From an optimization exercise on the open Yosys and OpenROAD flow, aimed at small area and a short achievable clock period; shortcuts taken in it are not production practice. The clock port is modelled as an ideal driver, which makes a skipped or thinned clock tree look cheaper than it is; a real chip needs a root buffer or a tree.

==> inputs of job 3346 <==
Design adc_display, start of the top module:
module adc_display(
    input         clk,
    input         ready,
    input  [15:0] data,
    output [15:0] LED,
    output [3:0]  dig0,
    output [3:0]  dig1,
    output [3:0]  dig2,
    output [3:0]  dig3,
    output [3:0]  dig4,
    output [3:0]  dig5,
    output [3:0]  dig6
);
    wire       full;
    wire [3:0] d5, d4;
    wire [9:0] x2;
    frac_digits_hi conv_hi(.c(data[15:4]), .full(full), .d5(d5), .d4(d4), .x2(x2));
    reg        full_q;
    reg [3:0]  d5_q, d4_q;
    reg [9:0]  x2_q;
    reg [3:0]  level;
    always @(posedge clk) begin
        full_q <= full;
        d5_q   <= d5;
        d4_q   <= d4;
        x2_q   <= x2;
        if (ready) level <= data[15:12];
    end
    led_bar bar(.level(level), .LED(LED));
    frac_digits_lo conv_lo(.x2(x2_q), .d3(dig3), .d2(dig2), .d1(dig1), .d0(dig0));
    assign dig4 = d4_q;
    assign dig5 = d5_q;
    assign dig6 = {3'b000, full_q};
endmodule
==> module and_bit, before the edit <==
module and_bit(input a, input b, output y);
    assign y = a & b;
endmodule
==> module times_five_last, before the edit <==
module times_five_last #(parameter M = 7, parameter L = 4)
        (input [M-1:0] x, input cin, output [3:0] d);
    wire [M+2:M-1] t;
    wire [M:L]     cy;           
    assign cy[L] = cin;
    genvar j;
    generate
        for (j = L; j < M-1; j = j + 1) begin : add
            carry3 ca(.a(x[j]), .b(x[j-2]), .ci(cy[j]), .co(cy[j+1]));
        end
    endgenerate
    full_add fa(.a(x[M-1]), .b(x[M-3]), .ci(cy[M-1]), .s(t[M-1]), .co(cy[M]));
    wire cm1;
    half_add top0(.a(x[M-2]), .b(cy[M]), .s(t[M]),   .co(cm1));
    half_add top1(.a(x[M-1]), .b(cm1),   .s(t[M+1]), .co(t[M+2]));
    assign d = t[M+2:M-1];
endmodule
==> module frac_digits_hi, before the edit <==
module frac_digits_hi(input [11:0] c, output full, output [3:0] d5, d4, output [9:0] x2);
    wire [10:0] x1;
    wire [9:0]  y2;
    wire [3:0]  e5, e4;
    wire        c1_3, c2_3;
    assign x1[1:0] = c[1:0];
    half_add h1(.a(c[2]), .b(c[0]), .s(x1[2]), .co(c1_3));
    times_five_hi #(12, 3) s1(.x(c), .cin(c1_3), .s(x1[10:3]), .d(e5));
    assign y2[2:0] = c[2:0];
    assign c2_3 = x1[2] & x1[0];
    times_five_hi #(11, 3) s2(.x(x1), .cin(c2_3), .s(y2[9:3]), .d(e4));
    assign full = &c[11:2] & (c[1] | c[0]);
    wire keep = ~full;
    wire [1:0] m5, m4;
    and_bit k53(.a(e5[3]), .b(keep), .y(m5[1]));
    and_bit k50(.a(e5[0]), .b(keep), .y(m5[0]));
    and_bit k43(.a(e4[3]), .b(keep), .y(m4[1]));
    and_bit k40(.a(e4[0]), .b(keep), .y(m4[0]));
    assign d5 = {m5[1], e5[2:1], m5[0]};
    assign d4 = {m4[1], e4[2:1], m4[0]};
    genvar i;
    generate
        for (i = 0; i < 10; i = i + 1) begin : mask
            and_bit k(.a(y2[i]), .b(keep), .y(x2[i]));
        end
    endgenerate
endmodule
==> module frac_digits_lo, before the edit <==
module frac_digits_lo(input [9:0] x2, output [3:0] d3, d2, d1, d0);
    wire [8:0] x3;
    wire [7:0] x4;
    wire [6:0] x5;
    wire       c3_3, c4_3, c6_4;
    assign x3[1:0] = x2[1:0];
    half_add h3(.a(x2[2]), .b(x2[0]), .s(x3[2]), .co(c3_3));
    times_five_hi #(10, 3) s3(.x(x2), .cin(c3_3), .s(x3[8:3]), .d(d3));
    assign x4[2:0] = x2[2:0];
    assign c4_3 = x3[2] & x3[0];
    times_five_hi #(9, 3) s4(.x(x3), .cin(c4_3), .s(x4[7:3]), .d(d2));
    assign x5[2:0] = x3[2:0];
    times_five_hi #(8, 3) s5(.x(x4), .cin(c3_3), .s(x5[6:3]), .d(d1));
    times_five_last #(7, 3) s6(.x(x5), .cin(c4_3), .d(d0));
endmodule
==> module led_bar, before the edit <==
module led_bar(input [3:0] level, output [15:0] LED);
    genvar i;
    generate
        for (i = 0; i < 16; i = i + 1) begin : bar
            assign LED[i] = (level >= i);
        end
    endgenerate
endmodule
==> module adc_display, before the edit <==
module adc_display(
    input         clk,
    input         ready,
    input  [15:0] data,
    output [15:0] LED,
    output [3:0]  dig0,
    output [3:0]  dig1,
    output [3:0]  dig2,
    output [3:0]  dig3,
    output [3:0]  dig4,
    output [3:0]  dig5,
    output [3:0]  dig6
);
    wire       full;
    wire [3:0] d5, d4;
    wire [9:0] x2;
    frac_digits_hi conv_hi(.c(data[15:4]), .full(full), .d5(d5), .d4(d4), .x2(x2));
    reg        full_q;
    reg [3:0]  d5_q, d4_q;
    reg [9:0]  x2_q;
    reg [3:0]  level;
    always @(posedge clk) begin
        full_q <= full;
        d5_q   <= d5;
        d4_q   <= d4;
        x2_q   <= x2;
        if (ready) level <= data[15:12];
    end
    led_bar bar(.level(level), .LED(LED));
    frac_digits_lo conv_lo(.x2(x2_q), .d3(dig3), .d2(dig2), .d1(dig1), .d0(dig0));
    assign dig4 = d4_q;
    assign dig5 = d5_q;
    assign dig6 = {3'b000, full_q};
endmodule
export LEC_CHECK = 0
export CAP_MARGIN = 20
export CORE_MARGIN = 2
export CORE_UTILIZATION = 40
export SLEW_MARGIN = 20
export SYNTH_HIERARCHICAL = 1
create_clock -name core_clock -period 25.0 [get_ports {clk}]
standard.sh (not shown) runs the stock make flow with config.mk's settings and CLKGATE_MAP_FILE= SYNTH_SCRIPT=/design/flow/synth_recipe.tcl, a recipe that flattens the netlist after the stock synthesis.
==> flow/flow/run.sh <==
#!/bin/bash
# The standard layout, with three changes to how it is built:
# - the port buffers are the smallest plain buffer (buf_1) instead of the delay
#   buffer that buffer_ports picks on its own;
# - clock tree synthesis inserts no dummy load cells;
# - after clock tree synthesis, one root buffer drives every flip-flop
#   (flow/cts_hook.tcl), in place of a root and two leaf buffers.
set -euo pipefail
export BUFFER_PORTS_ARGS="-buffer_cell sky130_fd_sc_hd__buf_1"
export CTS_ARGS="-sink_clustering_enable -repair_clock_nets -dont_use_dummy_load"
export POST_CTS_TCL="$(pwd)/flow/cts_hook.tcl"
export CLOCK_ROOT_CELL=sky130_fd_sc_hd__clkbuf_16
bash standard.sh finish > standard.log 2>&1
==> flow/flow/cts_hook.tcl <==
# After clock tree synthesis: the design has few flip-flops, so drive all of
# them from the root clock buffer (upsized so their clock slew stays low) and
# remove the leaf buffers of the tree.
set block [ord::get_db_block]
set root [$block findInst clkbuf_0_clk]
set rootnet [[$root findITerm X] getNet]
foreach it [$rootnet getITerms] {
  set inst [$it getInst]
  if {$inst eq $root} { continue }
  if {![string match "*clkbuf*" [[$inst getMaster] getName]]} { continue }
  set leafnet [[$inst findITerm X] getNet]
  foreach sink [$leafnet getITerms] {
    if {[$sink getInst] eq $inst} { continue }
    $sink disconnect
    $sink connect $rootnet
  }
  puts "clock hook: removed [$inst getName]"
  odb::dbInst_destroy $inst
  odb::dbNet_destroy $leafnet
}
$root swapMaster [[ord::get_db] findMaster $::env(CLOCK_ROOT_CELL)]
puts "clock hook: root [$root getName] is [[$root getMaster] getName], driving [llength [$rootnet getITerms]] pins"
detailed_placement
estimate_parasitics -placement
report_clock_skew
==> job 353: changes against job 3346 <==
--- a/flow/flow/run.sh
+++ b/flow/flow/run.sh
@@ -10,4 +10,6 @@
 export CTS_ARGS="-sink_clustering_enable -repair_clock_nets -dont_use_dummy_load"
 export POST_CTS_TCL="$(pwd)/flow/cts_hook.tcl"
 export CLOCK_ROOT_CELL=sky130_fd_sc_hd__clkbuf_16
+export SETUP_SLACK_MARGIN=15.45
+export SETUP_MOVE_SEQUENCE=sizeup,swap
 bash standard.sh finish > standard.log 2>&1
==> job 7368: changes against job 3346 <==
--- a/flow/design.v
+++ b/flow/design.v
@@ -5,9 +5,6 @@
 module half_add(input a, input b, output s, output co);
     assign s  = a ^ b;
     assign co = a & b;
-endmodule
-module and_bit(input a, input b, output y);
-    assign y = a & b;
 endmodule
 module carry3(input a, input b, input ci, output co);
     assign co = (a & b) | (a & ci) | (b & ci);
@@ -29,23 +26,6 @@
     assign d = t[M+2:M-1];
     assign s = t[M-2:L];
 endmodule
-module times_five_last #(parameter M = 7, parameter L = 4)
-        (input [M-1:0] x, input cin, output [3:0] d);
-    wire [M+2:M-1] t;
-    wire [M:L]     cy;           
-    assign cy[L] = cin;
-    genvar j;
-    generate
-        for (j = L; j < M-1; j = j + 1) begin : add
-            carry3 ca(.a(x[j]), .b(x[j-2]), .ci(cy[j]), .co(cy[j+1]));
-        end
-    endgenerate
-    full_add fa(.a(x[M-1]), .b(x[M-3]), .ci(cy[M-1]), .s(t[M-1]), .co(cy[M]));
-    wire cm1;
-    half_add top0(.a(x[M-2]), .b(cy[M]), .s(t[M]),   .co(cm1));
-    half_add top1(.a(x[M-1]), .b(cm1),   .s(t[M+1]), .co(t[M+2]));
-    assign d = t[M+2:M-1];
-endmodule
 module frac_digits_hi(input [11:0] c, output full, output [3:0] d5, d4, output [9:0] x2);
     wire [10:0] x1;
     wire [9:0]  y2;
@@ -59,24 +39,15 @@
     times_five_hi #(11, 3) s2(.x(x1), .cin(c2_3), .s(y2[9:3]), .d(e4));
     assign full = &c[11:2] & (c[1] | c[0]);
     wire keep = ~full;
-    wire [1:0] m5, m4;
-    and_bit k53(.a(e5[3]), .b(keep), .y(m5[1]));
-    and_bit k50(.a(e5[0]), .b(keep), .y(m5[0]));
-    and_bit k43(.a(e4[3]), .b(keep), .y(m4[1]));
-    and_bit k40(.a(e4[0]), .b(keep), .y(m4[0]));
-    assign d5 = {m5[1], e5[2:1], m5[0]};
-    assign d4 = {m4[1], e4[2:1], m4[0]};
-    genvar i;
-    generate
-        for (i = 0; i < 10; i = i + 1) begin : mask
-            and_bit k(.a(y2[i]), .b(keep), .y(x2[i]));
-        end
-    endgenerate
+    assign d5 = {e5[3] & keep, e5[2:1], e5[0] & keep};
+    assign d4 = {e4[3] & keep, e4[2:1], e4[0] & keep};
+    assign x2 = y2 & {10{keep}};
 endmodule
 module frac_digits_lo(input [9:0] x2, output [3:0] d3, d2, d1, d0);
     wire [8:0] x3;
     wire [7:0] x4;
     wire [6:0] x5;
+    wire [5:0] x6;
     wire       c3_3, c4_3, c6_4;
     assign x3[1:0] = x2[1:0];
     half_add h3(.a(x2[2]), .b(x2[0]), .s(x3[2]), .co(c3_3));
@@ -86,15 +57,9 @@
     times_five_hi #(9, 3) s4(.x(x3), .cin(c4_3), .s(x4[7:3]), .d(d2));
     assign x5[2:0] = x3[2:0];
     times_five_hi #(8, 3) s5(.x(x4), .cin(c3_3), .s(x5[6:3]), .d(d1));
-    times_five_last #(7, 3) s6(.x(x5), .cin(c4_3), .d(d0));
-endmodule
-module led_bar(input [3:0] level, output [15:0] LED);
-    genvar i;
-    generate
-        for (i = 0; i < 16; i = i + 1) begin : bar
-            assign LED[i] = (level >= i);
-        end
-    endgenerate
+    assign x6[3:0] = x2[3:0];
+    carry3 k6(.a(x5[3]), .b(x5[1]), .ci(c4_3), .co(c6_4));
+    times_five_hi #(7, 4) s6(.x(x5), .cin(c6_4), .s(x6[5:4]), .d(d0));
 endmodule
 module adc_display(
     input         clk,
@@ -124,7 +89,12 @@
         x2_q   <= x2;
         if (ready) level <= data[15:12];
     end
-    led_bar bar(.level(level), .LED(LED));
+    genvar i;
+    generate
+        for (i = 0; i < 16; i = i + 1) begin : bar
+            assign LED[i] = (level >= i);
+        end
+    endgenerate
     frac_digits_lo conv_lo(.x2(x2_q), .d3(dig3), .d2(dig2), .d1(dig1), .d0(dig0));
     assign dig4 = d4_q;
     assign dig5 = d5_q;
==> flow/flow/run.sh (replaced) <==
#!/bin/bash
# The standard layout, with two changes to how it is built:
# - the port buffers are the smallest plain buffer (buf_1) instead of the delay
#   buffer that buffer_ports picks on its own;
# - clock tree synthesis inserts no dummy load cells.
set -euo pipefail
export BUFFER_PORTS_ARGS="-buffer_cell sky130_fd_sc_hd__buf_1"
export CTS_ARGS="-sink_clustering_enable -repair_clock_nets -dont_use_dummy_load"
bash standard.sh finish > standard.log 2>&1
--- a/flow/config.mk
+++ b/flow/config.mk
@@ -5,6 +5,7 @@
 export SDC_FILE = /design/flow/constraint.sdc
 export NUM_CORES = 4
 export LEC_CHECK = 0
+export ABC_AREA = 1
 export CAP_MARGIN = 20
 export CORE_MARGIN = 2
 export CORE_UTILIZATION = 40
removed: flow/flow/cts_hook.tcl
==> results.tsv <==
stage	metric	value	unit
outcome	status	complete, no violations	
detailed_routing	total routed wirelength	2860	um
finish	share of layout cells above drive strength 1	0.183	
global_routing	pin count of the biggest net entering global routing	24	
logic_synthesis	Synth Area in Simple Gates	0.104	
finish	invs w/o clock	2	
That was job 353.
==> results.tsv <==
stage	metric	value	unit
finish	invs w/o clock	2	
outcome	status	complete, no violations	
finish	share of layout cells above drive strength 1	0.0514	
detailed_routing	total routed wirelength	2860	um
logic_synthesis	Synth Area in Simple Gates	0.104	
global_routing	pin count of the biggest net entering global routing	24	
That was job 3346.
==> results.tsv <==
stage	metric	value	unit
finish	share of layout cells above drive strength 1	0.0437	
outcome	status	complete, no violations	
global_routing	initial antenna violation count	0	
global_routing	pin count of the biggest net entering global routing	16	
detailed_routing	Initial DRC Count	12	
detailed_routing	total routed wirelength	2610	um
logic_synthesis	Synth Area in Simple Gates	0.105	
finish	Layout clock area frac	0.0201	
finish	# fillers	430	
finish	invs w/o clock	22	
That was job 7368.
No run of this note included a check of the RTL's function; only the layout flow was run.

-- static timing again, ports no longer ideal --
Ports are ideal in the flow. The routed layouts listed here were re-timed in OpenROAD.
Step 1, drivers: a clkbuf_16 drives clk and a buf_2 each remaining input, both assumed.
Step 2 also shifts input and output timing later by t, the mid clock arrival at the registers, as if the neighbouring blocks saw the same clock.
a / b / c = ideal ports / drivers / drivers and shift; a / b = the first two.
run	t, ns	setup slack, ns	hold slack, ns	worst setup path at the end	slew at the worst register clock pin (ns)
job 3346	0.174	15.303 / 15.276 / 15.308	5.152 / 5.146 / 5.321	input to register	0.08 / 0.08
job 353	0.175	15.600 / 15.572 / 15.443	5.118 / 5.112 / 5.287	input to register	0.08 / 0.08
job 7368	0.278	15.235 / 15.213 / 15.384	4.998 / 5.000 / 5.278	input to register	0.07 / 0.07
After both steps every run listed still meets setup and hold. The setup slack of job 353, which loses most, moves by -0.028 ns with the drivers and by -0.157 ns with both steps.
